This design comes from an exercise in tuning for small area on the open sky130 flow, not from production work. In this exercise RTL edits were held to simulation tests only and were not proved equivalent to the original. Power and IR drop assume default switching activity.

Setup of job 105:
Design current_filter, start of the top module:
module current_filter (pClk, pRst, pFilterIn, pFilterOut);
  input         pClk;
  input         pRst;
  input  [15:0] pFilterIn;
  output [15:0] pFilterOut;
  reg [15:0] r1;
  reg [15:0] r2;
  reg [15:0] r3;
  reg [15:0] r4;
  reg [15:0] r5;
  reg [15:0] r6;
  reg [15:0] r7;
  reg [15:0] r8;
  reg [15:0] r9;
  reg [15:0] r10;
  reg [15:0] r11;
  reg [15:0] r12;
  reg [15:0] r13;
  reg [15:0] r14;
  reg [15:0] r15;
  reg [15:0] r16;
  reg [15:0] r17;
  reg [15:0] r18;
  reg [15:0] r19;
  reg [15:0] r20;
  reg [15:0] r21;
  reg [15:0] r22;
  reg [15:0] r23;
  wire s1, c2;
  wire s3, c4;
  wire s5, c6;
  wire s7, c8;
  wire s9, c10;
  wire s11, c12;
  wire s13, c14;
  wire s15, c16;
  wire s17, c18;
  wire s19, c20;
  wire s21, c22;
  wire s23, c24;
  wire s25, c26;
  wire s27, c28;
  wire s29, c30;
  wire s31, c32;
  wire s33, c34;
  wire s35, c36;
  wire s37, c38;
  wire s39, c40;
  wire s41, c42;
  wire s43, c44;
  wire s45, c46;
  wire s47, c48;
  wire s49, c50;
  wire s51, c52;
  wire s53, c54;
  wire s55, c56;
  wire s57, c58;
  wire s59, c60;
  wire s61, c62;
  wire s63, c64;
  wire s65, c66;
  wire s67, c68;
  wire s69, c70;
  wire s71, c72;
  wire s73, c74;
  wire s75, c76;
  wire s77, c78;
  wire s79, c80;
  wire s81, c82;
  wire s83, c84;
  wire s85, c86;
  wire s87, c88;
  wire s89, c90;
  wire s91, c92;
  wire s93, c94;
  wire s95, c96;
  wire s97, c98;
  wire s99, c100;
  wire s101, c102;
  wire s103, c104;
  wire s105, c106;
  wire s107, c108;
  wire s109, c110;
  wire s111, c112;
  wire s113, c114;
  wire s115, c116;
  wire s117, c118;
  wire s119, c120;
  wire s121, c122;
  wire s123, c124;
  wire s125, c126;
  wire s127, c128;
  wire s129, c130;
  wire s131, c132;
  wire s133, c134;
  wire s135, c136;
  wire s137, c138;
  wire s139, c140;
  wire s141, c142;
  wire s143, c144;
  wire s145, c146;
  wire s147, c148;
  wire s149, c150;
  wire s151, c152;
  wire s153, c154;
  wire s155, c156;
  wire s157, c158;
  wire s159, c160;
  wire s161, c162;
  wire s163, c164;
  wire s165, c166;
  wire s167, c168;
  wire s169, c170;
  wire s171, c172;
  wire s173, c174;
  wire s175, c176;
  ...
Settings: LEC_CHECK=0, CAP_MARGIN=20, CORE_MARGIN=2, CORE_UTILIZATION=40, CTS_BUF_LIST=sky130_fd_sc_hd__clkbuf_16, CTS_CLUSTER_DIAMETER=80, CTS_CLUSTER_SIZE=30, SLEW_MARGIN=20, SYNTH_HIERARCHICAL=1; clock period 7.5 ns.
run.sh (not shown) runs the stock make flow with config.mk's settings and CLKGATE_MAP_FILE= SYNTH_SCRIPT=/design/flow/synth_recipe.tcl, a recipe that flattens the netlist after the stock synthesis.
Job 105 has completed all stages; timing, DRC and antenna checks passed.
Edits applied to the flow inputs when going from job 105 to job 102:
# job 105
export LEC_CHECK = 0
export CAP_MARGIN = 20
export CORE_MARGIN = 2
export CORE_UTILIZATION = 40
export CTS_BUF_LIST = sky130_fd_sc_hd__clkbuf_16
export CTS_CLUSTER_DIAMETER = 80
export CTS_CLUSTER_SIZE = 30
export SLEW_MARGIN = 20
export SYNTH_HIERARCHICAL = 1
create_clock -name core_clock -period 7.5 [get_ports {pClk}]
# job 102
export LEC_CHECK = 0
export CAP_MARGIN = 20
export CORE_MARGIN = 2
export CORE_UTILIZATION = 40
export CTS_BUF_LIST = sky130_fd_sc_hd__clkbuf_8
export CTS_CLUSTER_DIAMETER = 60
export CTS_CLUSTER_SIZE = 18
export SLEW_MARGIN = 20
export SYNTH_HIERARCHICAL = 1
create_clock -name core_clock -period 7.5 [get_ports {pClk}]
### Flow results
| hold slack | job 102 vs job 105 | ≈ equal |
Looking at job 102 and job 105, the power is a wash.
On job 102: maximum resistive drop on vdd is 3.7% higher than what job 105 gave.

## afterwards: timing with drivers on the ports
In the flow no input, the clock included, has a driving cell. The finished layouts below were timed again as built, in two steps. Step 1: set_driving_cell puts a clkbuf_16 on pClk and a buf_2 on each other input, an assumption about the parent block. Step 2 also shifts input and output timing later by t, the mid clock arrival at the registers, as if the neighbouring blocks saw the same clock. Three values: no drivers, after step 1, after step 2; two values: the first two.
| run | t (ns) | setup WS [ns] | hold WS [ns] | worst register clock-pin slew, ns | worst data-port slew with drivers (ns) |
|---|---|---|---|---|---|
| job 105 | 0.633 | 1.028 / 1.028 / 0.475 | 0.362 / 0.362 / 0.362 | 0.11 / 0.11 | 0.06 |
| job 102 | 0.684 | 1.007 / 1.007 / 0.491 | 0.359 / 0.359 / 0.359 | 0.11 / 0.11 | 0.06 |
After both steps setup and hold are still met in every run listed. The setup slack of job 105, which loses most, moves by 0.000 ns with the drivers and by -0.553 ns with both steps.
